Context: an optimization exercise on an open-source flow, tuned for small area, a short achievable clock period and few clock cycles per item. The choices shown serve that exercise and are no tape-out recipe. Only the layout flow was run in this run; the RTL was not checked for function there. Power and IR drop assume default switching activity.

<file path="flow/config.mk">
export PLATFORM = sky130hd
export DESIGN_NAME = MDC
export DESIGN_NICKNAME = MDC
export VERILOG_FILES = /design/flow/design.v
export SDC_FILE = /design/flow/constraint.sdc
export NUM_CORES = 4
export LEC_CHECK = 0
export CAP_MARGIN = 20
export CORE_MARGIN = 2
export CORE_UTILIZATION = 40
export SLEW_MARGIN = 20
</file>
<file path="flow/constraint.sdc">
create_clock -name core_clock -period 22.0 [get_ports {clk}]
set_input_delay 4.4000 -clock core_clock [delete_from_list [all_inputs] [get_ports {clk}]]
set_output_delay 4.4000 -clock core_clock [all_outputs]
set_load 0.01 [all_outputs]
</file>
<file path="flow/design.v">
module bmac #(parameter YW = 23, parameter AW = 34) (
    input  [5:0]    one,
    input  [5:0]    two,
    input  [5:0]    neg,
    input  [YW-1:0] y,
    input  [AW-1:0] acc,
    output [AW-1:0] z
);
    localparam N = YW + 1;
    wire [N-1:0] y1 = {y[YW-1], y};
    wire [N-1:0] y2 = {y, 1'b0};
    wire [AW-1:0] u0, u1, u2, u3, u4, u5;
    genvar i;
    generate for (i = 0; i < 6; i = i + 1) begin : g_pp
        wire [N-1:0] mag = ({N{one[i]}} & y1) | ({N{two[i]}} & y2);
        wire [N-1:0] v = mag ^ {N{neg[i]}};
        wire [N-1:0] u = {~v[N-1], v[N-2:0]};
        wire [AW-1:0] ush = {{AW{1'b0}}, u} << (2*i);
        if (i == 0) assign u0 = ush;
        if (i == 1) assign u1 = ush;
        if (i == 2) assign u2 = ush;
        if (i == 3) assign u3 = ush;
        if (i == 4) assign u4 = ush;
        if (i == 5) assign u5 = ush;
    end endgenerate
    wire [AW-1:0] negs = {{AW{1'b0}}, neg[5], 1'b0, neg[4], 1'b0, neg[3], 1'b0, neg[2], 1'b0, neg[1], 1'b0, neg[0]};
    wire [AW+12:0] kfull = ({{(AW+13){1'b0}}} - ({{(AW+13){1'b0}}, 11'd1365} << (N-1)));
    wire [AW-1:0] kc = kfull[AW-1:0];
    assign z = acc + u0 + u1 + u2 + u3 + u4 + u5 + negs + kc;
endmodule
module MDC(
    clk, rst_n, in_valid, in_data, in_mode,
    out_valid, out_data
);
input clk, rst_n, in_valid;
input [8:0] in_mode;
input [14:0] in_data;
output out_valid;
output [206:0] out_data;
reg [3:0] cnt;           
reg       last;          
reg       ov;            
reg [1:0] md;            
wire [3:0] msyn;
assign msyn[0] = in_mode[8] ^ in_mode[6] ^ in_mode[4] ^ in_mode[2] ^ in_mode[0];
assign msyn[1] = in_mode[7] ^ in_mode[6] ^ in_mode[3] ^ in_mode[2];
assign msyn[2] = in_mode[5] ^ in_mode[4] ^ in_mode[3] ^ in_mode[2];
assign msyn[3] = in_mode[1] ^ in_mode[0];
wire m_d4 = in_mode[6] ^ (msyn == 4'd3);
wire m_d1 = in_mode[2] ^ (msyn == 4'd7);
always @(posedge clk or negedge rst_n) begin
    if (!rst_n) begin
        cnt  <= 4'd0;
        last <= 1'b0;
        ov   <= 1'b0;
    end else begin
        cnt  <= in_valid ? cnt + 4'd1 : 4'd0;
        last <= in_valid && (cnt == 4'd15);
        ov   <= last;
    end
end
always @(posedge clk) begin
    if (in_valid && cnt == 4'd0) md <= m_d4 ? 2'd2 : (m_d1 ? 2'd1 : 2'd0);
end
wire [14:0] cw = in_data;
reg  [3:0]  syn;
reg  [14:0] fixd;
integer p;
always @(*) begin
    syn = 4'd0;
    for (p = 1; p <= 15; p = p + 1)
        if (cw[15 - p]) syn = syn ^ p[3:0];
    fixd = cw;
    for (p = 1; p <= 15; p = p + 1)
        if (syn == p[3:0]) fixd[15 - p] = ~cw[15 - p];
end
wire [10:0] dec = {fixd[12], fixd[10:8], fixd[6:0]};
wire [15:0] kh = 16'd1 << cnt;
wire m2 = (md == 2'd0), m3 = (md == 2'd1), m4 = (md == 2'd2);
reg c0;
reg c1;
reg c2;
reg c3;
reg c4;
reg c5;
reg c6;
reg c7;
reg c8;
reg c9;
reg c10;
reg c11;
reg c12;
reg c13;
reg c14;
reg c15;
reg c16;
reg c17;
reg c18;
reg c19;
reg c20;
reg c21;
reg c22;
reg c23;
reg c24;
reg c25;
reg c26;
reg c27;
reg c28;
reg c29;
reg c30;
reg c31;
reg c32;
reg c33;
reg c34;
reg c35;
reg c36;
reg c37;
reg c38;
reg c39;
reg c40;
reg c41;
reg c42;
reg c43;
reg c44;
reg c45;
reg c46;
reg c47;
reg c48;
reg c49;
reg c50;
reg c51;
reg c52;
reg c53;
reg c54;
reg c55;
reg c56;
reg c57;
reg c58;
reg c59;
reg c60;
reg c61;
reg c62;
reg c63;
reg c64;
reg c65;
reg c66;
reg c67;
reg c68;
reg c69;
reg c70;
reg c71;
reg c72;
reg c73;
reg c74;
reg c75;
reg c76;
always @(posedge clk) begin
    c0 <= in_valid & ((kh[15] & (m4)));
    c1 <= in_valid & ((kh[13] & (m4)));
    c2 <= in_valid & ((kh[14] & (m4)));
    c3 <= in_valid & ((kh[12] & (m4)));
    c4 <= in_valid & ((kh[9] & (m4)) | (kh[13] & (m3)));
    c5 <= in_valid & ((kh[11] & (m4)) | (kh[12] & (m3)) | (kh[15] & (m3)));
    c6 <= in_valid & ((kh[8] & (m4)) | (kh[10] & (m4)) | (kh[14] & (m3)));
    c7 <= in_valid & ((kh[4] & (m4)) | (kh[5] & (m4)) | (kh[8] & (m3)) | (kh[9] & (m3)));
    c8 <= in_valid & ((kh[4] & (m2)) | (kh[5] & (m2)) | (kh[6] & (m4)) | (kh[10] & (m3)) | (kh[13] & (m2)));
    c9 <= in_valid & ((kh[6] & (m2)) | (kh[7] & (m4)) | (kh[9] & (m2)) | (kh[10] & (m2)) | (kh[11] & (m3)) | (kh[14] & (m2)) | (kh[15] & (m2)));
    c10 <= in_valid & ((kh[10] & (m4)) | (kh[11] & (m4)) | (kh[14] & (m3)) | (kh[15] & (m3)));
    c11 <= in_valid & ((kh[13] & (m4)) | (kh[14] & (m4)) | (kh[15] & (m4)));
    c12 <= in_valid & ((kh[6] & (m2)) | (kh[9] & (m2)) | (kh[10] & (m2)) | (kh[14] & (m2)) | (kh[15] & (m2)));
    c13 <= in_valid & ((kh[7] & (m4)) | (kh[11] & (m3)));
    c14 <= in_valid & ((kh[11] & (m4)));
    c15 <= in_valid & ((kh[8] & (m4)) | (kh[13] & (m3)));
    c16 <= in_valid & ((kh[12] & (m3)));
    c17 <= in_valid & ((kh[14] & (m3)));
    c18 <= in_valid & ((kh[9] & (m4)) | (kh[10] & (m4)));
    c19 <= in_valid & ((kh[4] & (m4)) | (kh[6] & (m2)) | (kh[8] & (m2 | m3)) | (kh[9] & (m2)) | (kh[10] & (m2)) | (kh[12] & (m2)) | (kh[14] & (m2)));
    c20 <= in_valid & ((kh[5] & (m2 | m4)) | (kh[7] & (m2)) | (kh[9] & (m3)) | (kh[11] & (m2)) | (kh[13] & (m2)));
    c21 <= in_valid & ((kh[6] & (m4)) | (kh[7] & (m4)) | (kh[10] & (m3)) | (kh[11] & (m3)));
    c22 <= in_valid & ((kh[10] & (m4)) | (kh[11] & (m4)) | (kh[13] & (m3)) | (kh[14] & (m3)));
    c23 <= in_valid & ((kh[9] & (m4)));
    c24 <= in_valid & ((kh[5] & (m2)) | (kh[6] & (m4)) | (kh[7] & (m2)) | (kh[10] & (m3)) | (kh[11] & (m2)) | (kh[13] & (m2)));
    c25 <= in_valid & ((kh[5] & (m4)) | (kh[9] & (m3)));
    c26 <= in_valid & ((kh[9] & (m4)) | (kh[12] & (m3)) | (kh[15] & (m3)));
    c27 <= in_valid & ((kh[10] & (m4)) | (kh[11] & (m3 | m4)) | (kh[14] & (m3)));
    c28 <= in_valid & ((kh[4] & (m4)));
    c29 <= in_valid & ((kh[6] & (m4)) | (kh[10] & (m3)));
    c30 <= in_valid & ((kh[7] & (m4)));
    c31 <= in_valid & ((kh[9] & (m4)) | (kh[10] & (m4)) | (kh[12] & (m3)) | (kh[13] & (m3)));
    c32 <= in_valid & ((kh[11] & (m4)) | (kh[14] & (m3)) | (kh[15] & (m3)));
    c33 <= in_valid & (kh[0]);
    c34 <= in_valid & (kh[1]);
    c35 <= in_valid & (kh[2]);
    c36 <= in_valid & (kh[3]);
    c37 <= in_valid & ((kh[4] & (m2 | m4)) | (kh[5] & (m2)) | (kh[8] & (m3)) | (kh[13] & (m2)));
    c38 <= in_valid & ((kh[6] & (m2 | m4)) | (kh[8] & (m2)) | (kh[9] & (m2)) | (kh[10] & (m2 | m3)) | (kh[12] & (m2)) | (kh[14] & (m2)));
    c39 <= in_valid & ((kh[4] & (m2 | m4)) | (kh[5] & (m2)) | (kh[6] & (m2 | m4)) | (kh[8] & (m2 | m3)) | (kh[9] & (m2)) | (kh[10] & (m2 | m3)) | (kh[12] & (m2)) | (kh[13] & (m2)) | (kh[14] & (m2)));
    c40 <= in_valid & ((kh[5] & (m4)) | (kh[6] & (m4)) | (kh[9] & (m3)) | (kh[10] & (m3)));
    c41 <= in_valid & ((kh[5] & (m4)) | (kh[7] & (m4)) | (kh[9] & (m3)) | (kh[11] & (m3)));
    c42 <= in_valid & ((kh[4] & (m4)) | (kh[7] & (m4)));
    c43 <= in_valid & ((kh[9] & (m4)) | (kh[10] & (m4)) | (kh[11] & (m4)) | (kh[12] & (m4)) | (kh[13] & (m3 | m4)) | (kh[14] & (m3 | m4)) | kh[15]);
    c44 <= in_valid & ((kh[14] & (m2)));
    c45 <= in_valid & ((kh[9] & (m4)) | (kh[10] & (m4)) | (kh[11] & (m4)) | (kh[12] & (m4)) | (kh[13] & (m3 | m4)) | (kh[14] & (m3 | m4)) | (kh[15] & (m3 | m4)));
    c46 <= in_valid & ((kh[9] & (m4)) | (kh[10] & (m4)) | (kh[11] & (m4)) | (kh[12] & (m4)) | (kh[13] & (m3 | m4)) | kh[14] | (kh[15] & (m3 | m4)));
    c47 <= in_valid & ((kh[12] & (m4)) | (kh[13] & (m3 | m4)) | (kh[14] & (m3 | m4)) | (kh[15] & (m3 | m4)));
    c48 <= in_valid & ((kh[12] & (m4)) | (kh[13] & (m3 | m4)) | kh[14] | (kh[15] & (m3 | m4)));
    c49 <= in_valid & ((kh[13] & (m3)) | (kh[14] & (m3)) | (kh[15] & (m3)));
    c50 <= in_valid & ((kh[13] & (m2)));
    c51 <= in_valid & ((kh[13] & (m2 | m3)) | (kh[14] & (m3)) | (kh[15] & (m3 | m4)));
    c52 <= in_valid & ((kh[8] & (m4)) | (kh[12] & (m3)));
    c53 <= in_valid & ((kh[8] & (m4)) | (kh[9] & (m4)) | (kh[11] & (m4)) | (kh[12] & (m3)) | (kh[13] & (m2)) | (kh[14] & (m3)) | (kh[15] & (m3 | m4)));
    c54 <= in_valid & ((kh[11] & (m2)));
    c55 <= in_valid & ((kh[8] & (m4)) | (kh[9] & (m4)) | (kh[11] & (m2 | m4)) | (kh[12] & (m3)) | (kh[14] & (m3)) | (kh[15] & (m3 | m4)));
    c56 <= in_valid & ((kh[14] & (m3)) | (kh[15] & (m3)));
    c57 <= in_valid & ((kh[11] & (m2)) | (kh[12] & (m3)) | (kh[14] & (m3)) | (kh[15] & (m3 | m4)));
    c58 <= in_valid & ((kh[10] & (m2)));
    c59 <= in_valid & ((kh[10] & (m2)) | (kh[12] & (m3)) | (kh[14] & (m3)) | (kh[15] & (m3 | m4)));
    c60 <= in_valid & ((kh[8] & (m4)) | (kh[10] & (m4)) | (kh[11] & (m4)) | (kh[12] & (m3)) | (kh[13] & (m3)) | (kh[14] & (m3)));
    c61 <= in_valid & ((kh[8] & (m4)) | (kh[10] & (m2 | m4)) | (kh[11] & (m4)) | (kh[12] & (m3)) | (kh[13] & (m3)) | (kh[14] & (m3)) | (kh[15] & (m4)));
    c62 <= in_valid & ((kh[9] & (m2)));
    c63 <= in_valid & ((kh[8] & (m4)) | (kh[9] & (m2)) | (kh[10] & (m4)) | (kh[11] & (m4)) | (kh[12] & (m3)) | (kh[13] & (m3)) | (kh[14] & (m3)) | (kh[15] & (m4)));
    c64 <= in_valid & ((kh[12] & (m3)) | (kh[13] & (m3)) | (kh[14] & (m3)));
    c65 <= in_valid & ((kh[9] & (m2)) | (kh[12] & (m3)) | (kh[13] & (m3)) | (kh[14] & (m3)) | (kh[15] & (m4)));
    c66 <= in_valid & ((kh[7] & (m2)));
    c67 <= in_valid & ((kh[7] & (m2)) | (kh[12] & (m3)) | (kh[13] & (m3)) | (kh[14] & (m3)) | (kh[15] & (m4)));
    c68 <= in_valid & ((kh[8] & (m4)) | (kh[9] & (m4)) | (kh[10] & (m4)) | (kh[11] & (m3)) | (kh[12] & (m3)) | (kh[13] & (m3)));
    c69 <= in_valid & ((kh[7] & (m2)) | (kh[8] & (m4)) | (kh[9] & (m4)) | (kh[10] & (m4)) | (kh[11] & (m3)) | (kh[12] & (m3)) | (kh[13] & (m3)) | (kh[15] & (m4)));
    c70 <= in_valid & ((kh[6] & (m2)));
    c71 <= in_valid & ((kh[6] & (m2)) | (kh[8] & (m4)) | (kh[9] & (m4)) | (kh[10] & (m4)) | (kh[11] & (m3)) | (kh[12] & (m3)) | (kh[13] & (m3)) | (kh[15] & (m4)));
    c72 <= in_valid & ((kh[5] & (m2)));
    c73 <= in_valid & ((kh[5] & (m2)) | (kh[8] & (m4)) | (kh[9] & (m4)) | (kh[10] & (m4)) | (kh[11] & (m3)) | (kh[12] & (m3)) | (kh[13] & (m3)) | (kh[15] & (m4)));
    c74 <= in_valid & ((kh[11] & (m3)) | (kh[12] & (m3)) | (kh[13] & (m3)));
    c75 <= in_valid & ((kh[5] & (m2)) | (kh[11] & (m3)) | (kh[12] & (m3)) | (kh[13] & (m3)) | (kh[15] & (m4)));
    c76 <= in_valid & ((kh[5] & (m2)) | (kh[15] & (m3 | m4)));
end
reg [10:0] xr, dl1, dl2, dl3, dl4, dl5, dl6, dl7;
reg [10:0] R0, R1, R2, R3;
reg [22:0] P0, P1, P2, P3, P4, P5;
reg [206:0] out_reg;
always @(posedge clk) begin
    xr <= dec;
    dl1 <= xr; dl2 <= dl1; dl3 <= dl2; dl4 <= dl3; dl5 <= dl4; dl6 <= dl5; dl7 <= dl6;
end
assign out_valid = ov;
wire [45:0] l1_z;
wire [10:0] l1_xn = ({11{((kh[4] & (m2 | m4)) | (kh[5] & (m2 | m4)) | (kh[6] & (m2 | m4)) | (kh[7] & (m4)) | (kh[8] & (m3 | m4)) | kh[9] | kh[10] | (kh[11] & (m3 | m4)) | (kh[12] & (m3 | m4)) | kh[13] | kh[14] | kh[15])}} & dec);
wire l1_subn = ((kh[4] & (m2 | m4)) | (kh[5] & (m2 | m4)) | (kh[6] & (m4)) | (kh[8] & (m3)) | (kh[9] & (m3)) | (kh[10] & (m3 | m4)) | (kh[12] & (m4)) | (kh[13] & (m2)) | (kh[14] & (m3 | m4)));
wire [12:0] l1_xe = {l1_xn[10], l1_xn, 1'b0};
reg  [5:0] l1_one, l1_two, l1_neg;
integer l1_i;
always @(posedge clk) begin
    for (l1_i = 0; l1_i < 6; l1_i = l1_i + 1) begin
        l1_one[l1_i] <= l1_xe[2*l1_i+1] ^ l1_xe[2*l1_i];
        l1_two[l1_i] <= (l1_xe[2*l1_i+2] & ~l1_xe[2*l1_i+1] & ~l1_xe[2*l1_i]) | (~l1_xe[2*l1_i+2] & l1_xe[2*l1_i+1] & l1_xe[2*l1_i]);
        l1_neg[l1_i] <= l1_xe[2*l1_i+2] ^ l1_subn;
    end
end
wire [33:0] l1_y = ({34{c0}} & out_reg[186:153]) | ({34{c1}} & out_reg[135:102]) | ({34{c2}} & out_reg[84:51]) | ({34{c3}} & out_reg[33:0]) | ({34{c4}} & {{11{P1[22]}}, P1}) | ({34{c5}} & {{11{P2[22]}}, P2}) | ({34{c6}} & {{11{P3[22]}}, P3}) | ({34{c7}} & {{23{dl2[10]}}, dl2}) | ({34{c8}} & {{23{dl3[10]}}, dl3}) | ({34{c9}} & {{23{dl5[10]}}, dl5});
wire [45:0] l1_acc = ({46{c10}} & {{12{out_reg[33]}}, out_reg[33:0]}) | ({46{c11}} & out_reg[45:0]) | ({46{c12}} & {{23{P0[22]}}, P0}) | ({46{c13}} & {{23{P1[22]}}, P1});
bmac #(.YW(34), .AW(46)) u_l1 (.one(l1_one), .two(l1_two), .neg(l1_neg), .y(l1_y), .acc(l1_acc), .z(l1_z));
wire [33:0] l2_z;
wire [10:0] l2_xn = ({11{((kh[13] & (m3)))}} & R1) | ({11{((kh[14] & (m3)))}} & R2) | ({11{((kh[12] & (m3)))}} & R3) | ({11{((kh[4] & (m4)) | (kh[5] & (m2 | m4)) | (kh[6] & (m2 | m4)) | (kh[7] & (m2 | m4)) | kh[8] | kh[9] | kh[10] | kh[11] | (kh[12] & (m2)) | (kh[13] & (m2)) | (kh[14] & (m2)))}} & dec);
wire l2_subn = ((kh[4] & (m4)) | (kh[6] & (m2)) | (kh[8] & (m2 | m3)) | (kh[9] & (m2 | m4)) | (kh[10] & (m2 | m4)) | (kh[12] & (m2)) | (kh[14] & (m2 | m3)));
wire [12:0] l2_xe = {l2_xn[10], l2_xn, 1'b0};
reg  [5:0] l2_one, l2_two, l2_neg;
integer l2_i;
always @(posedge clk) begin
    for (l2_i = 0; l2_i < 6; l2_i = l2_i + 1) begin
        l2_one[l2_i] <= l2_xe[2*l2_i+1] ^ l2_xe[2*l2_i];
        l2_two[l2_i] <= (l2_xe[2*l2_i+2] & ~l2_xe[2*l2_i+1] & ~l2_xe[2*l2_i]) | (~l2_xe[2*l2_i+2] & l2_xe[2*l2_i+1] & l2_xe[2*l2_i]);
        l2_neg[l2_i] <= l2_xe[2*l2_i+2] ^ l2_subn;
    end
end
wire [22:0] l2_y = ({23{c14}} & P0) | ({23{c15}} & P1) | ({23{c16}} & P2) | ({23{c17}} & P3) | ({23{c18}} & P5) | ({23{c19}} & {{12{dl3[10]}}, dl3}) | ({23{c20}} & {{12{dl5[10]}}, dl5}) | ({23{c21}} & {{12{dl6[10]}}, dl6});
wire [33:0] l2_acc = ({34{c22}} & out_reg[135:102]) | ({34{c23}} & out_reg[84:51]) | ({34{c24}} & {{11{P0[22]}}, P0}) | ({34{c13}} & {{11{P3[22]}}, P3}) | ({34{c25}} & {{11{P4[22]}}, P4});
bmac #(.YW(23), .AW(34)) u_l2 (.one(l2_one), .two(l2_two), .neg(l2_neg), .y(l2_y), .acc(l2_acc), .z(l2_z));
wire [33:0] l3_z;
wire [10:0] l3_xn = ({11{((kh[13] & (m3)))}} & R0) | ({11{((kh[12] & (m3)))}} & R1) | ({11{((kh[11] & (m3)))}} & R2) | ({11{((kh[15] & (m3)))}} & dl1) | ({11{((kh[4] & (m4)) | (kh[5] & (m4)) | (kh[6] & (m4)) | (kh[7] & (m4)) | (kh[8] & (m4)) | (kh[9] & (m3 | m4)) | (kh[10] & (m3 | m4)) | (kh[11] & (m4)) | (kh[14] & (m3)))}} & dec);
wire l3_subn = ((kh[4] & (m4)) | (kh[5] & (m4)) | (kh[9] & (m3 | m4)) | (kh[12] & (m3)) | (kh[15] & (m3)));
wire [12:0] l3_xe = {l3_xn[10], l3_xn, 1'b0};
reg  [5:0] l3_one, l3_two, l3_neg;
integer l3_i;
always @(posedge clk) begin
    for (l3_i = 0; l3_i < 6; l3_i = l3_i + 1) begin
        l3_one[l3_i] <= l3_xe[2*l3_i+1] ^ l3_xe[2*l3_i];
        l3_two[l3_i] <= (l3_xe[2*l3_i+2] & ~l3_xe[2*l3_i+1] & ~l3_xe[2*l3_i]) | (~l3_xe[2*l3_i+2] & l3_xe[2*l3_i+1] & l3_xe[2*l3_i]);
        l3_neg[l3_i] <= l3_xe[2*l3_i+2] ^ l3_subn;
    end
end
wire [22:0] l3_y = ({23{c26}} & P0) | ({23{c15}} & P2) | ({23{c27}} & P4) | ({23{c28}} & {{12{dl1[10]}}, dl1}) | ({23{c25}} & {{12{dl3[10]}}, dl3}) | ({23{c29}} & {{12{dl5[10]}}, dl5}) | ({23{c30}} & {{12{dl7[10]}}, dl7});
wire [33:0] l3_acc = ({34{c31}} & out_reg[186:153]) | ({34{c32}} & out_reg[84:51]) | ({34{c29}} & {{11{P2[22]}}, P2}) | ({34{c30}} & {{11{P5[22]}}, P5});
bmac #(.YW(23), .AW(34)) u_l3 (.one(l3_one), .two(l3_two), .neg(l3_neg), .y(l3_y), .acc(l3_acc), .z(l3_z));
always @(posedge clk) begin
    if (c33) R0 <= xr;
    if (c34) R1 <= xr;
    if (c35) R2 <= xr;
    if (c36) R3 <= xr;
    if (c39) P0 <= ({23{c37}} & l1_z[22:0]) | ({23{c38}} & l2_z[22:0]);
    if (c21) P1 <= ({23{c21}} & l1_z[22:0]);
    if (c40) P2 <= ({23{c40}} & l3_z[22:0]);
    if (c41) P3 <= ({23{c25}} & l1_z[22:0]) | ({23{c13}} & l2_z[22:0]);
    if (c7) P4 <= ({23{c7}} & l2_z[22:0]);
    if (c42) P5 <= ({23{c42}} & l3_z[22:0]);
    if (c43) out_reg[0] <= (c43 & l1_z[0]);
    if (c43) out_reg[1] <= (c43 & l1_z[1]);
    if (c43) out_reg[2] <= (c43 & l1_z[2]);
    if (c43) out_reg[3] <= (c43 & l1_z[3]);
    if (c43) out_reg[4] <= (c43 & l1_z[4]);
    if (c43) out_reg[5] <= (c43 & l1_z[5]);
    if (c43) out_reg[6] <= (c43 & l1_z[6]);
    if (c43) out_reg[7] <= (c43 & l1_z[7]);
    if (c43) out_reg[8] <= (c43 & l1_z[8]);
    if (c43) out_reg[9] <= (c43 & l1_z[9]);
    if (c43) out_reg[10] <= (c43 & l1_z[10]);
    if (c43) out_reg[11] <= (c43 & l1_z[11]);
    if (c43) out_reg[12] <= (c43 & l1_z[12]);
    if (c43) out_reg[13] <= (c43 & l1_z[13]);
    if (c43) out_reg[14] <= (c43 & l1_z[14]);
    if (c43) out_reg[15] <= (c43 & l1_z[15]);
    if (c43) out_reg[16] <= (c43 & l1_z[16]);
    if (c43) out_reg[17] <= (c43 & l1_z[17]);
    if (c43) out_reg[18] <= (c43 & l1_z[18]);
    if (c43) out_reg[19] <= (c43 & l1_z[19]);
    if (c43) out_reg[20] <= (c43 & l1_z[20]);
    if (c43) out_reg[21] <= (c43 & l1_z[21]);
    if (c43) out_reg[22] <= (c43 & l1_z[22]);
    if (c46) out_reg[23] <= (c44 & l1_z[0]) | (c45 & l1_z[23]);
    if (c46) out_reg[24] <= (c44 & l1_z[1]) | (c45 & l1_z[24]);
    if (c46) out_reg[25] <= (c44 & l1_z[2]) | (c45 & l1_z[25]);
    if (c46) out_reg[26] <= (c45 & l1_z[26]) | (c44 & l1_z[3]);
    if (c46) out_reg[27] <= (c45 & l1_z[27]) | (c44 & l1_z[4]);
    if (c46) out_reg[28] <= (c45 & l1_z[28]) | (c44 & l1_z[5]);
    if (c46) out_reg[29] <= (c45 & l1_z[29]) | (c44 & l1_z[6]);
    if (c46) out_reg[30] <= (c45 & l1_z[30]) | (c44 & l1_z[7]);
    if (c46) out_reg[31] <= (c45 & l1_z[31]) | (c44 & l1_z[8]);
    if (c46) out_reg[32] <= (c45 & l1_z[32]) | (c44 & l1_z[9]);
    if (c46) out_reg[33] <= (c44 & l1_z[10]) | (c45 & l1_z[33]);
    if (c48) out_reg[34] <= (c44 & l1_z[11]) | (c47 & l1_z[34]);
    if (c48) out_reg[35] <= (c44 & l1_z[12]) | (c47 & l1_z[35]);
    if (c48) out_reg[36] <= (c44 & l1_z[13]) | (c47 & l1_z[36]);
    if (c48) out_reg[37] <= (c44 & l1_z[14]) | (c47 & l1_z[37]);
    if (c48) out_reg[38] <= (c44 & l1_z[15]) | (c47 & l1_z[38]);
    if (c48) out_reg[39] <= (c44 & l1_z[16]) | (c47 & l1_z[39]);
    if (c48) out_reg[40] <= (c44 & l1_z[17]) | (c47 & l1_z[40]);
    if (c48) out_reg[41] <= (c44 & l1_z[18]) | (c47 & l1_z[41]);
    if (c48) out_reg[42] <= (c44 & l1_z[19]) | (c47 & l1_z[42]);
    if (c48) out_reg[43] <= (c44 & l1_z[20]) | (c47 & l1_z[43]);
    if (c48) out_reg[44] <= (c44 & l1_z[21]) | (c47 & l1_z[44]);
    if (c48) out_reg[45] <= (c44 & l1_z[22]) | (c47 & l1_z[45]);
    if (c51) out_reg[46] <= (c49 & l1_z[45]) | (c50 & l2_z[0]);
    if (c51) out_reg[47] <= (c49 & l1_z[45]) | (c50 & l2_z[1]);
    if (c51) out_reg[48] <= (c49 & l1_z[45]) | (c50 & l2_z[2]);
    if (c51) out_reg[49] <= (c49 & l1_z[45]) | (c50 & l2_z[3]);
    if (c51) out_reg[50] <= (c49 & l1_z[45]) | (c50 & l2_z[4]);
    if (c53) out_reg[51] <= (c52 & l1_z[0]) | (c23 & l2_z[0]) | (c50 & l2_z[5]) | (c32 & l3_z[0]);
    if (c53) out_reg[52] <= (c52 & l1_z[1]) | (c23 & l2_z[1]) | (c50 & l2_z[6]) | (c32 & l3_z[1]);
    if (c53) out_reg[53] <= (c52 & l1_z[2]) | (c23 & l2_z[2]) | (c50 & l2_z[7]) | (c32 & l3_z[2]);
    if (c53) out_reg[54] <= (c52 & l1_z[3]) | (c23 & l2_z[3]) | (c50 & l2_z[8]) | (c32 & l3_z[3]);
    if (c53) out_reg[55] <= (c52 & l1_z[4]) | (c23 & l2_z[4]) | (c50 & l2_z[9]) | (c32 & l3_z[4]);
    if (c53) out_reg[56] <= (c52 & l1_z[5]) | (c50 & l2_z[10]) | (c23 & l2_z[5]) | (c32 & l3_z[5]);
    if (c53) out_reg[57] <= (c52 & l1_z[6]) | (c50 & l2_z[11]) | (c23 & l2_z[6]) | (c32 & l3_z[6]);
    if (c53) out_reg[58] <= (c52 & l1_z[7]) | (c50 & l2_z[12]) | (c23 & l2_z[7]) | (c32 & l3_z[7]);
    if (c53) out_reg[59] <= (c52 & l1_z[8]) | (c50 & l2_z[13]) | (c23 & l2_z[8]) | (c32 & l3_z[8]);
    if (c53) out_reg[60] <= (c52 & l1_z[9]) | (c50 & l2_z[14]) | (c23 & l2_z[9]) | (c32 & l3_z[9]);
    if (c53) out_reg[61] <= (c52 & l1_z[10]) | (c23 & l2_z[10]) | (c50 & l2_z[15]) | (c32 & l3_z[10]);
    if (c53) out_reg[62] <= (c52 & l1_z[11]) | (c23 & l2_z[11]) | (c50 & l2_z[16]) | (c32 & l3_z[11]);
    if (c53) out_reg[63] <= (c52 & l1_z[12]) | (c23 & l2_z[12]) | (c50 & l2_z[17]) | (c32 & l3_z[12]);
    if (c53) out_reg[64] <= (c52 & l1_z[13]) | (c23 & l2_z[13]) | (c50 & l2_z[18]) | (c32 & l3_z[13]);
    if (c53) out_reg[65] <= (c52 & l1_z[14]) | (c23 & l2_z[14]) | (c50 & l2_z[19]) | (c32 & l3_z[14]);
    if (c53) out_reg[66] <= (c52 & l1_z[15]) | (c23 & l2_z[15]) | (c50 & l2_z[20]) | (c32 & l3_z[15]);
    if (c53) out_reg[67] <= (c52 & l1_z[16]) | (c23 & l2_z[16]) | (c50 & l2_z[21]) | (c32 & l3_z[16]);
    if (c53) out_reg[68] <= (c52 & l1_z[17]) | (c23 & l2_z[17]) | (c50 & l2_z[22]) | (c32 & l3_z[17]);
    if (c55) out_reg[69] <= (c52 & l1_z[18]) | (c54 & l2_z[0]) | (c23 & l2_z[18]) | (c32 & l3_z[18]);
    if (c55) out_reg[70] <= (c52 & l1_z[19]) | (c54 & l2_z[1]) | (c23 & l2_z[19]) | (c32 & l3_z[19]);
    if (c55) out_reg[71] <= (c52 & l1_z[20]) | (c54 & l2_z[2]) | (c23 & l2_z[20]) | (c32 & l3_z[20]);
    if (c55) out_reg[72] <= (c52 & l1_z[21]) | (c23 & l2_z[21]) | (c54 & l2_z[3]) | (c32 & l3_z[21]);
    if (c55) out_reg[73] <= (c52 & l1_z[22]) | (c23 & l2_z[22]) | (c54 & l2_z[4]) | (c32 & l3_z[22]);
    if (c55) out_reg[74] <= (c52 & l1_z[23]) | (c23 & l2_z[23]) | (c54 & l2_z[5]) | (c32 & l3_z[23]);
    if (c55) out_reg[75] <= (c52 & l1_z[24]) | (c23 & l2_z[24]) | (c54 & l2_z[6]) | (c32 & l3_z[24]);
    if (c55) out_reg[76] <= (c52 & l1_z[25]) | (c23 & l2_z[25]) | (c54 & l2_z[7]) | (c32 & l3_z[25]);
    if (c55) out_reg[77] <= (c52 & l1_z[26]) | (c23 & l2_z[26]) | (c54 & l2_z[8]) | (c32 & l3_z[26]);
    if (c55) out_reg[78] <= (c52 & l1_z[27]) | (c23 & l2_z[27]) | (c54 & l2_z[9]) | (c32 & l3_z[27]);
    if (c55) out_reg[79] <= (c52 & l1_z[28]) | (c54 & l2_z[10]) | (c23 & l2_z[28]) | (c32 & l3_z[28]);
    if (c55) out_reg[80] <= (c52 & l1_z[29]) | (c54 & l2_z[11]) | (c23 & l2_z[29]) | (c32 & l3_z[29]);
    if (c55) out_reg[81] <= (c52 & l1_z[30]) | (c54 & l2_z[12]) | (c23 & l2_z[30]) | (c32 & l3_z[30]);
    if (c55) out_reg[82] <= (c52 & l1_z[31]) | (c54 & l2_z[13]) | (c23 & l2_z[31]) | (c32 & l3_z[31]);
    if (c55) out_reg[83] <= (c52 & l1_z[32]) | (c54 & l2_z[14]) | (c23 & l2_z[32]) | (c32 & l3_z[32]);
    if (c55) out_reg[84] <= (c52 & l1_z[33]) | (c54 & l2_z[15]) | (c23 & l2_z[33]) | (c32 & l3_z[33]);
    if (c57) out_reg[85] <= (c16 & l1_z[34]) | (c54 & l2_z[16]) | (c56 & l3_z[33]);
    if (c57) out_reg[86] <= (c16 & l1_z[35]) | (c54 & l2_z[17]) | (c56 & l3_z[33]);
    if (c57) out_reg[87] <= (c16 & l1_z[36]) | (c54 & l2_z[18]) | (c56 & l3_z[33]);
    if (c57) out_reg[88] <= (c16 & l1_z[37]) | (c54 & l2_z[19]) | (c56 & l3_z[33]);
    if (c57) out_reg[89] <= (c16 & l1_z[38]) | (c54 & l2_z[20]) | (c56 & l3_z[33]);
    if (c57) out_reg[90] <= (c16 & l1_z[39]) | (c54 & l2_z[21]) | (c56 & l3_z[33]);
    if (c57) out_reg[91] <= (c16 & l1_z[40]) | (c54 & l2_z[22]) | (c56 & l3_z[33]);
    if (c59) out_reg[92] <= (c58 & l1_z[0]) | (c16 & l1_z[41]) | (c56 & l3_z[33]);
    if (c59) out_reg[93] <= (c58 & l1_z[1]) | (c16 & l1_z[42]) | (c56 & l3_z[33]);
    if (c59) out_reg[94] <= (c58 & l1_z[2]) | (c16 & l1_z[43]) | (c56 & l3_z[33]);
    if (c59) out_reg[95] <= (c58 & l1_z[3]) | (c16 & l1_z[44]) | (c56 & l3_z[33]);
    if (c59) out_reg[96] <= (c58 & l1_z[4]) | (c16 & l1_z[45]) | (c56 & l3_z[33]);
    if (c59) out_reg[97] <= (c16 & l1_z[45]) | (c58 & l1_z[5]) | (c56 & l3_z[33]);
    if (c59) out_reg[98] <= (c16 & l1_z[45]) | (c58 & l1_z[6]) | (c56 & l3_z[33]);
    if (c59) out_reg[99] <= (c16 & l1_z[45]) | (c58 & l1_z[7]) | (c56 & l3_z[33]);
    if (c59) out_reg[100] <= (c16 & l1_z[45]) | (c58 & l1_z[8]) | (c56 & l3_z[33]);
    if (c59) out_reg[101] <= (c16 & l1_z[45]) | (c58 & l1_z[9]) | (c56 & l3_z[33]);
    if (c61) out_reg[102] <= (c58 & l1_z[10]) | (c60 & l2_z[0]);
    if (c61) out_reg[103] <= (c58 & l1_z[11]) | (c60 & l2_z[1]);
    if (c61) out_reg[104] <= (c58 & l1_z[12]) | (c60 & l2_z[2]);
    if (c61) out_reg[105] <= (c58 & l1_z[13]) | (c60 & l2_z[3]);
    if (c61) out_reg[106] <= (c58 & l1_z[14]) | (c60 & l2_z[4]);
    if (c61) out_reg[107] <= (c58 & l1_z[15]) | (c60 & l2_z[5]);
    if (c61) out_reg[108] <= (c58 & l1_z[16]) | (c60 & l2_z[6]);
    if (c61) out_reg[109] <= (c58 & l1_z[17]) | (c60 & l2_z[7]);
    if (c61) out_reg[110] <= (c58 & l1_z[18]) | (c60 & l2_z[8]);
    if (c61) out_reg[111] <= (c58 & l1_z[19]) | (c60 & l2_z[9]);
    if (c61) out_reg[112] <= (c58 & l1_z[20]) | (c60 & l2_z[10]);
    if (c61) out_reg[113] <= (c58 & l1_z[21]) | (c60 & l2_z[11]);
    if (c61) out_reg[114] <= (c58 & l1_z[22]) | (c60 & l2_z[12]);
    if (c63) out_reg[115] <= (c62 & l1_z[0]) | (c60 & l2_z[13]);
    if (c63) out_reg[116] <= (c62 & l1_z[1]) | (c60 & l2_z[14]);
    if (c63) out_reg[117] <= (c62 & l1_z[2]) | (c60 & l2_z[15]);
    if (c63) out_reg[118] <= (c62 & l1_z[3]) | (c60 & l2_z[16]);
    if (c63) out_reg[119] <= (c62 & l1_z[4]) | (c60 & l2_z[17]);
    if (c63) out_reg[120] <= (c62 & l1_z[5]) | (c60 & l2_z[18]);
    if (c63) out_reg[121] <= (c62 & l1_z[6]) | (c60 & l2_z[19]);
    if (c63) out_reg[122] <= (c62 & l1_z[7]) | (c60 & l2_z[20]);
    if (c63) out_reg[123] <= (c62 & l1_z[8]) | (c60 & l2_z[21]);
    if (c63) out_reg[124] <= (c62 & l1_z[9]) | (c60 & l2_z[22]);
    if (c63) out_reg[125] <= (c62 & l1_z[10]) | (c60 & l2_z[23]);
    if (c63) out_reg[126] <= (c62 & l1_z[11]) | (c60 & l2_z[24]);
    if (c63) out_reg[127] <= (c62 & l1_z[12]) | (c60 & l2_z[25]);
    if (c63) out_reg[128] <= (c62 & l1_z[13]) | (c60 & l2_z[26]);
    if (c63) out_reg[129] <= (c62 & l1_z[14]) | (c60 & l2_z[27]);
    if (c63) out_reg[130] <= (c62 & l1_z[15]) | (c60 & l2_z[28]);
    if (c63) out_reg[131] <= (c62 & l1_z[16]) | (c60 & l2_z[29]);
    if (c63) out_reg[132] <= (c62 & l1_z[17]) | (c60 & l2_z[30]);
    if (c63) out_reg[133] <= (c62 & l1_z[18]) | (c60 & l2_z[31]);
    if (c63) out_reg[134] <= (c62 & l1_z[19]) | (c60 & l2_z[32]);
    if (c63) out_reg[135] <= (c62 & l1_z[20]) | (c60 & l2_z[33]);
    if (c65) out_reg[136] <= (c62 & l1_z[21]) | (c64 & l2_z[33]);
    if (c65) out_reg[137] <= (c62 & l1_z[22]) | (c64 & l2_z[33]);
    if (c67) out_reg[138] <= (c66 & l2_z[0]) | (c64 & l2_z[33]);
    if (c67) out_reg[139] <= (c66 & l2_z[1]) | (c64 & l2_z[33]);
    if (c67) out_reg[140] <= (c66 & l2_z[2]) | (c64 & l2_z[33]);
    if (c67) out_reg[141] <= (c66 & l2_z[3]) | (c64 & l2_z[33]);
    if (c67) out_reg[142] <= (c64 & l2_z[33]) | (c66 & l2_z[4]);
    if (c67) out_reg[143] <= (c64 & l2_z[33]) | (c66 & l2_z[5]);
    if (c67) out_reg[144] <= (c64 & l2_z[33]) | (c66 & l2_z[6]);
    if (c67) out_reg[145] <= (c64 & l2_z[33]) | (c66 & l2_z[7]);
    if (c67) out_reg[146] <= (c64 & l2_z[33]) | (c66 & l2_z[8]);
    if (c67) out_reg[147] <= (c64 & l2_z[33]) | (c66 & l2_z[9]);
    if (c67) out_reg[148] <= (c66 & l2_z[10]) | (c64 & l2_z[33]);
    if (c67) out_reg[149] <= (c66 & l2_z[11]) | (c64 & l2_z[33]);
    if (c67) out_reg[150] <= (c66 & l2_z[12]) | (c64 & l2_z[33]);
    if (c67) out_reg[151] <= (c66 & l2_z[13]) | (c64 & l2_z[33]);
    if (c67) out_reg[152] <= (c66 & l2_z[14]) | (c64 & l2_z[33]);
    if (c69) out_reg[153] <= (c66 & l2_z[15]) | (c68 & l3_z[0]);
    if (c69) out_reg[154] <= (c66 & l2_z[16]) | (c68 & l3_z[1]);
    if (c69) out_reg[155] <= (c66 & l2_z[17]) | (c68 & l3_z[2]);
    if (c69) out_reg[156] <= (c66 & l2_z[18]) | (c68 & l3_z[3]);
    if (c69) out_reg[157] <= (c66 & l2_z[19]) | (c68 & l3_z[4]);
    if (c69) out_reg[158] <= (c66 & l2_z[20]) | (c68 & l3_z[5]);
    if (c69) out_reg[159] <= (c66 & l2_z[21]) | (c68 & l3_z[6]);
    if (c69) out_reg[160] <= (c66 & l2_z[22]) | (c68 & l3_z[7]);
    if (c71) out_reg[161] <= (c70 & l1_z[0]) | (c68 & l3_z[8]);
    if (c71) out_reg[162] <= (c70 & l1_z[1]) | (c68 & l3_z[9]);
    if (c71) out_reg[163] <= (c70 & l1_z[2]) | (c68 & l3_z[10]);
    if (c71) out_reg[164] <= (c70 & l1_z[3]) | (c68 & l3_z[11]);
    if (c71) out_reg[165] <= (c70 & l1_z[4]) | (c68 & l3_z[12]);
    if (c71) out_reg[166] <= (c70 & l1_z[5]) | (c68 & l3_z[13]);
    if (c71) out_reg[167] <= (c70 & l1_z[6]) | (c68 & l3_z[14]);
    if (c71) out_reg[168] <= (c70 & l1_z[7]) | (c68 & l3_z[15]);
    if (c71) out_reg[169] <= (c70 & l1_z[8]) | (c68 & l3_z[16]);
    if (c71) out_reg[170] <= (c70 & l1_z[9]) | (c68 & l3_z[17]);
    if (c71) out_reg[171] <= (c70 & l1_z[10]) | (c68 & l3_z[18]);
    if (c71) out_reg[172] <= (c70 & l1_z[11]) | (c68 & l3_z[19]);
    if (c71) out_reg[173] <= (c70 & l1_z[12]) | (c68 & l3_z[20]);
    if (c71) out_reg[174] <= (c70 & l1_z[13]) | (c68 & l3_z[21]);
    if (c71) out_reg[175] <= (c70 & l1_z[14]) | (c68 & l3_z[22]);
    if (c71) out_reg[176] <= (c70 & l1_z[15]) | (c68 & l3_z[23]);
    if (c71) out_reg[177] <= (c70 & l1_z[16]) | (c68 & l3_z[24]);
    if (c71) out_reg[178] <= (c70 & l1_z[17]) | (c68 & l3_z[25]);
    if (c71) out_reg[179] <= (c70 & l1_z[18]) | (c68 & l3_z[26]);
    if (c71) out_reg[180] <= (c70 & l1_z[19]) | (c68 & l3_z[27]);
    if (c71) out_reg[181] <= (c70 & l1_z[20]) | (c68 & l3_z[28]);
    if (c71) out_reg[182] <= (c70 & l1_z[21]) | (c68 & l3_z[29]);
    if (c71) out_reg[183] <= (c70 & l1_z[22]) | (c68 & l3_z[30]);
    if (c73) out_reg[184] <= (c72 & l2_z[0]) | (c68 & l3_z[31]);
    if (c73) out_reg[185] <= (c72 & l2_z[1]) | (c68 & l3_z[32]);
    if (c73) out_reg[186] <= (c72 & l2_z[2]) | (c68 & l3_z[33]);
    if (c75) out_reg[187] <= (c72 & l2_z[3]) | (c74 & l3_z[33]);
    if (c75) out_reg[188] <= (c72 & l2_z[4]) | (c74 & l3_z[33]);
    if (c75) out_reg[189] <= (c72 & l2_z[5]) | (c74 & l3_z[33]);
    if (c75) out_reg[190] <= (c72 & l2_z[6]) | (c74 & l3_z[33]);
    if (c75) out_reg[191] <= (c72 & l2_z[7]) | (c74 & l3_z[33]);
    if (c75) out_reg[192] <= (c72 & l2_z[8]) | (c74 & l3_z[33]);
    if (c75) out_reg[193] <= (c72 & l2_z[9]) | (c74 & l3_z[33]);
    if (c75) out_reg[194] <= (c72 & l2_z[10]) | (c74 & l3_z[33]);
    if (c75) out_reg[195] <= (c72 & l2_z[11]) | (c74 & l3_z[33]);
    if (c75) out_reg[196] <= (c72 & l2_z[12]) | (c74 & l3_z[33]);
    if (c75) out_reg[197] <= (c72 & l2_z[13]) | (c74 & l3_z[33]);
    if (c75) out_reg[198] <= (c72 & l2_z[14]) | (c74 & l3_z[33]);
    if (c75) out_reg[199] <= (c72 & l2_z[15]) | (c74 & l3_z[33]);
    if (c75) out_reg[200] <= (c72 & l2_z[16]) | (c74 & l3_z[33]);
    if (c75) out_reg[201] <= (c72 & l2_z[17]) | (c74 & l3_z[33]);
    if (c75) out_reg[202] <= (c72 & l2_z[18]) | (c74 & l3_z[33]);
    if (c75) out_reg[203] <= (c72 & l2_z[19]) | (c74 & l3_z[33]);
    if (c76) out_reg[204] <= (c72 & l2_z[20]);
    if (c76) out_reg[205] <= (c72 & l2_z[21]);
    if (c76) out_reg[206] <= (c72 & l2_z[22]);
end
reg s4;
always @(posedge clk) s4 <= c0 & l1_z[45];
assign out_data = (out_reg | {{161{s4}}, 46'd0}) & {207{ov}};
endmodule
</file>
<file path="flow/flow/run.sh">
#!/bin/bash
# The standard ORFS layout (the standard.sh), with repair_timing asked to
# leave 16 ns of setup slack at the design's 22 ns clock, so that it works on
# every register-to-register path longer than 6 ns. The SDC is unchanged.
set -euo pipefail
bash standard.sh SETUP_SLACK_MARGIN=16 finish > orfs_flow.log 2>&1
</file>
<file path="flow/standard.sh">
#!/bin/bash
# synth_recipe.tcl (not shown) runs the flow's synth.tcl, then flattens the netlist and writes it again
# the make line also repeats each setting of config.mk as NAME=value (left out here)
make -C /OpenROAD-flow-scripts/flow DESIGN_CONFIG=/design/flow/config.mk WORK_HOME=/design/flow/orfs CLKGATE_MAP_FILE= SYNTH_SCRIPT=/design/flow/synth_recipe.tcl "${@:-finish}"
</file>
==> run notes <==
R2R setup slack=15.12 ns; CP arrival=7.28 ns; CP bufs+invs=6; final hold viol count=0; flops & latches, synth=614; largest area contributor in the netlist=edfxtp_1; die height=371 um; Critical Path Fanout Max=34; Crit path largest cell delay=0.56 ns; Mapped Avg Cell Area=9.89 um^2; CTS sink cnt=614; Post-Syn Instances=5445; worst hold path startpoint=dl4[6]; Max Cap Viol=0; global-route wire length before repair=375 mm; number of buffers added on ports=234; RSZ-0062 raised after global routing=yes; TritonCTS clock tree=built; PwrDens=65.1 mW/mm^2; DRT iter0 DRCs=9210; final total power=4.75 mW; FILL cells=11600; Post-Syn Area=0.0538 mm^2; Via density=6.62; Final TNS setup=0 ns; Total GRT Usage=0.381; pin count of the biggest net entering global routing=57; Max Fclk=0.145 GHz; Min Clock Period, post-route=6.88 ns; clock-pin slew on the worst setup and hold paths=0.06 ns; r2r worst-path depth=24; Hold Buf Count CTS=0; CP top delay family=adder cells; initial antenna violation count=26; Rel. slew slack=0.0414; Synth-to-Final Area Change=35.5%; Net count, final=6747; Slew @ Worst Pin=1.44 ns; remaining global-route overflow=0; storage element area=0.0163 mm^2; CP Launch Type=register; Synthesis Warnings=1; Wirelength per Cell=34.6 um; drt first pass iters=13; Reg-to-Reg Start=c3; Post-synth EDFFs=391; sequential area share after synthesis=0.302; R2R Path End=out_reg[79]; max reg flops=207; DP HPWL=176 mm; fin crit share=0.313; Hold Path Class=register to register; Core Footprint=0.133 mm^2; share of flip-flops with an asynchronous set or reset=0.00977; CP endpoint kind=register; Slowest-stage cell, CP=fa_1; initial core utilization=0.403; Die ar.=0.138 mm^2; Slew Viols, Final=0; routability cong.=1.08; area occupied by multi-input gates=0.0398 mm^2; FP Rows=134; Yosys top cell area share=0.218; clock skew=0.0331 ns; routed via count=52300; final WL=273 mm; CP startpoint=c3; CP Class=register to register; Die W=371 um; clock tree buffer depth=3; layout cells sized above 1=0.321; status=timing/DRC/antenna clean; worst path required time=22.40 ns; worst-path cell chain=buf_6 -> a22oi_1 -> nand4_1 -> buf_6 -> buf_12 -> a22oi_2 -> xnor2_1 -> fa_1 -> fa_1 -> fa_1 -> fa_1 -> ha_4 -> o211ai_1 -> a211oi_4 -> o41ai_4 -> a21o_4 -> buf_4 -> buf_8 -> a211oi_4 -> buf_4 -> nor2_4 -> xnor2_2 -> a222oi_1 -> nand2_1; most used cell along the critical path=fa_1; # setup viols final=0; vias in the first global route=50300; Routed Antenna Nets=0; Hold EP=dl5[6]; Top FF cell, synth=edfxtp_1; DRC viols=0; main area contributors after synthesis=edfxtp_1 22%, fa_1 14%, a22oi_1 8.7%; Synth cell types=84; worst vdd ir=0.0659 mV; CTS buffer count=71; H-tree lvl count=3; Pleak=29.8 nW; IO Count=235; Worst-Skew Late Latency=0.66 ns; hold path cells=0; Clock Tree Root=clkbuf_16; Syn Nets=6133
==> cells in the mapped netlist, types with 37 or more instances <==
cell type	count
nand2_1	348
and2_1	176
o21a_1	178
nand4_1	41
nand3_1	83
fa_1	388
a222oi_1	132
clkbuf_1	449
dfxtp_1	217
a22oi_1	627
a221o_1	37
a22o_1	147
ha_1	273
inv_1	470
nor2_1	116
a21oi_1	124
xnor2_1	329
o21ai_0	120
edfxtp_1	391
a21o_1	82
xor2_1	337
==> logic make-up after synthesis <==
family	Yosys count	synth area share
compound gates	1618	0.228
xor+xnor	670	0.110
fa+ha+maj	661	0.208
buf+inv	957	0.0672
flops	614	0.302
mux	24	0.00483
simple gates	901	0.0814
==> metrics by stage <==
stage / setup slack [ns] / hold WS, ns / util / instance area, um^2 / cells
2_1_floorplan: 15.69 / 0.310 / - / 54900 / 5445
6_report: 15.12 / 0.326 / 0.547 / 73000 / 7902
3_3_place_gp: 13.96 / 0.310 / 0.438 / 58400 / 7091
5_1_grt: 14.98 / 0.330 / 0.546 / 72900 / 7887
3_5_place_dp: 13.85 / 0.312 / 0.438 / 58400 / 7091
4_1_cts: 15.32 / 0.325 / 0.515 / 68700 / 7697
==> layer usage <==
layer	track usage	vias to the layer above	part of all wire
li1	-	20800	-
met1	0.478	25700	0.36
met2	0.529	4556	0.40
met3	0.164	1187	0.15
met4	0.244	28	0.085
met5	0.0353	-	0.0025
==> cells in the final DEF (no fill, tap or decap), types with 37 or more instances in the layout <==
master,n
a21o_1,76
a21oi_1,76
a221o_1,37
a222oi_1,132
a22o_1,146
a22oi_1,485
a22oi_2,143
and2_1,107
and2_4,73
buf_12,81
buf_16,40
buf_2,143
buf_4,418
buf_6,282
clkbuf_16,76
dfxtp_1,182
edfxtp_1,391
fa_1,362
ha_1,200
ha_4,61
inv_1,450
nand2_1,309
nand3_1,43
nand4_1,41
nor2_1,94
o21a_1,172
o21ai_0,58
xnor2_1,249
xnor2_2,56
xor2_1,290
==> worst register-to-register path, delay by kind of cell (launching register included) <==
family                     cells  cell delay, ns
adders and majority gates      5            2.35
AOI/OAI and AO/OA              8            2.29
buffers and inverters          6            1.04
and+or+nand+nor                3            0.35
DFF                            1            0.30
xor gates and xnor gates       2            0.28
==> area by class of cell <==
type	instances	share of cell area
clock buffers	99	0.0273
well taps	1768	0.0303
repair buffers	1017	0.144
multi-input cells	3884	0.545
diodes	18	0.000617
inverters	471	0.0244
clock inverters	31	0.00413
flip-flops and latches	614	0.224
==> timing repair <==
action / in CTS / in global routing
setup buffers: 428 / 177
resized for setup: 1731 / 550
cloned: 48 / 6
setup endpoints to repair: 553 / 499
pin swaps: 385 / 295
==> where the power goes <==
| group | switching, mW | internal [mW] |
|---|---|---|
| clock | 0.539 | 0.667 |
| sequential | 0.0556 | 1.27 |
| combinational | 1.32 | 0.897 |
==> worst max path at each step <==
stage                  endpoint  slack [ns]  cells after the start
finish              out_reg[79]       15.12                     24
detailed placement  out_reg[44]       13.85                     23
floorplan             l3_neg[5]       15.69                      7
global placement    out_reg[44]       13.96                     23
CTS                 out_reg[93]       15.32                     24
global route        out_reg[95]       14.98                     28

[re-timing with driven ports]
No port has a modelled driver above. Below, the same layout with a new extraction and two added sets of constraints.
Step 1 (the two cells are an assumption about what drives the block):
set clk [get_ports {clk}]
set_driving_cell -lib_cell sky130_fd_sc_hd__clkbuf_16 $clk
set_driving_cell -lib_cell sky130_fd_sc_hd__buf_2 [delete_from_list [all_inputs] $clk]
Step 2 also shifts input and output timing later by t, the mid clock arrival at the registers, as if the neighbouring blocks saw the same clock.
Slacks: no drivers / after step 1 / after step 2; pairs: no drivers / after step 1.
t, ns: 0.706
setup WS [ns]: 15.121 / 15.121 / 15.121
slew at the worst register clock pin (ns): 0.07 / 0.07
cell pins on the clock port's net: 1
After both steps setup and hold are still met in this run. The setup slack of this run moves by 0.000 ns with the drivers and by 0.000 ns with both steps.
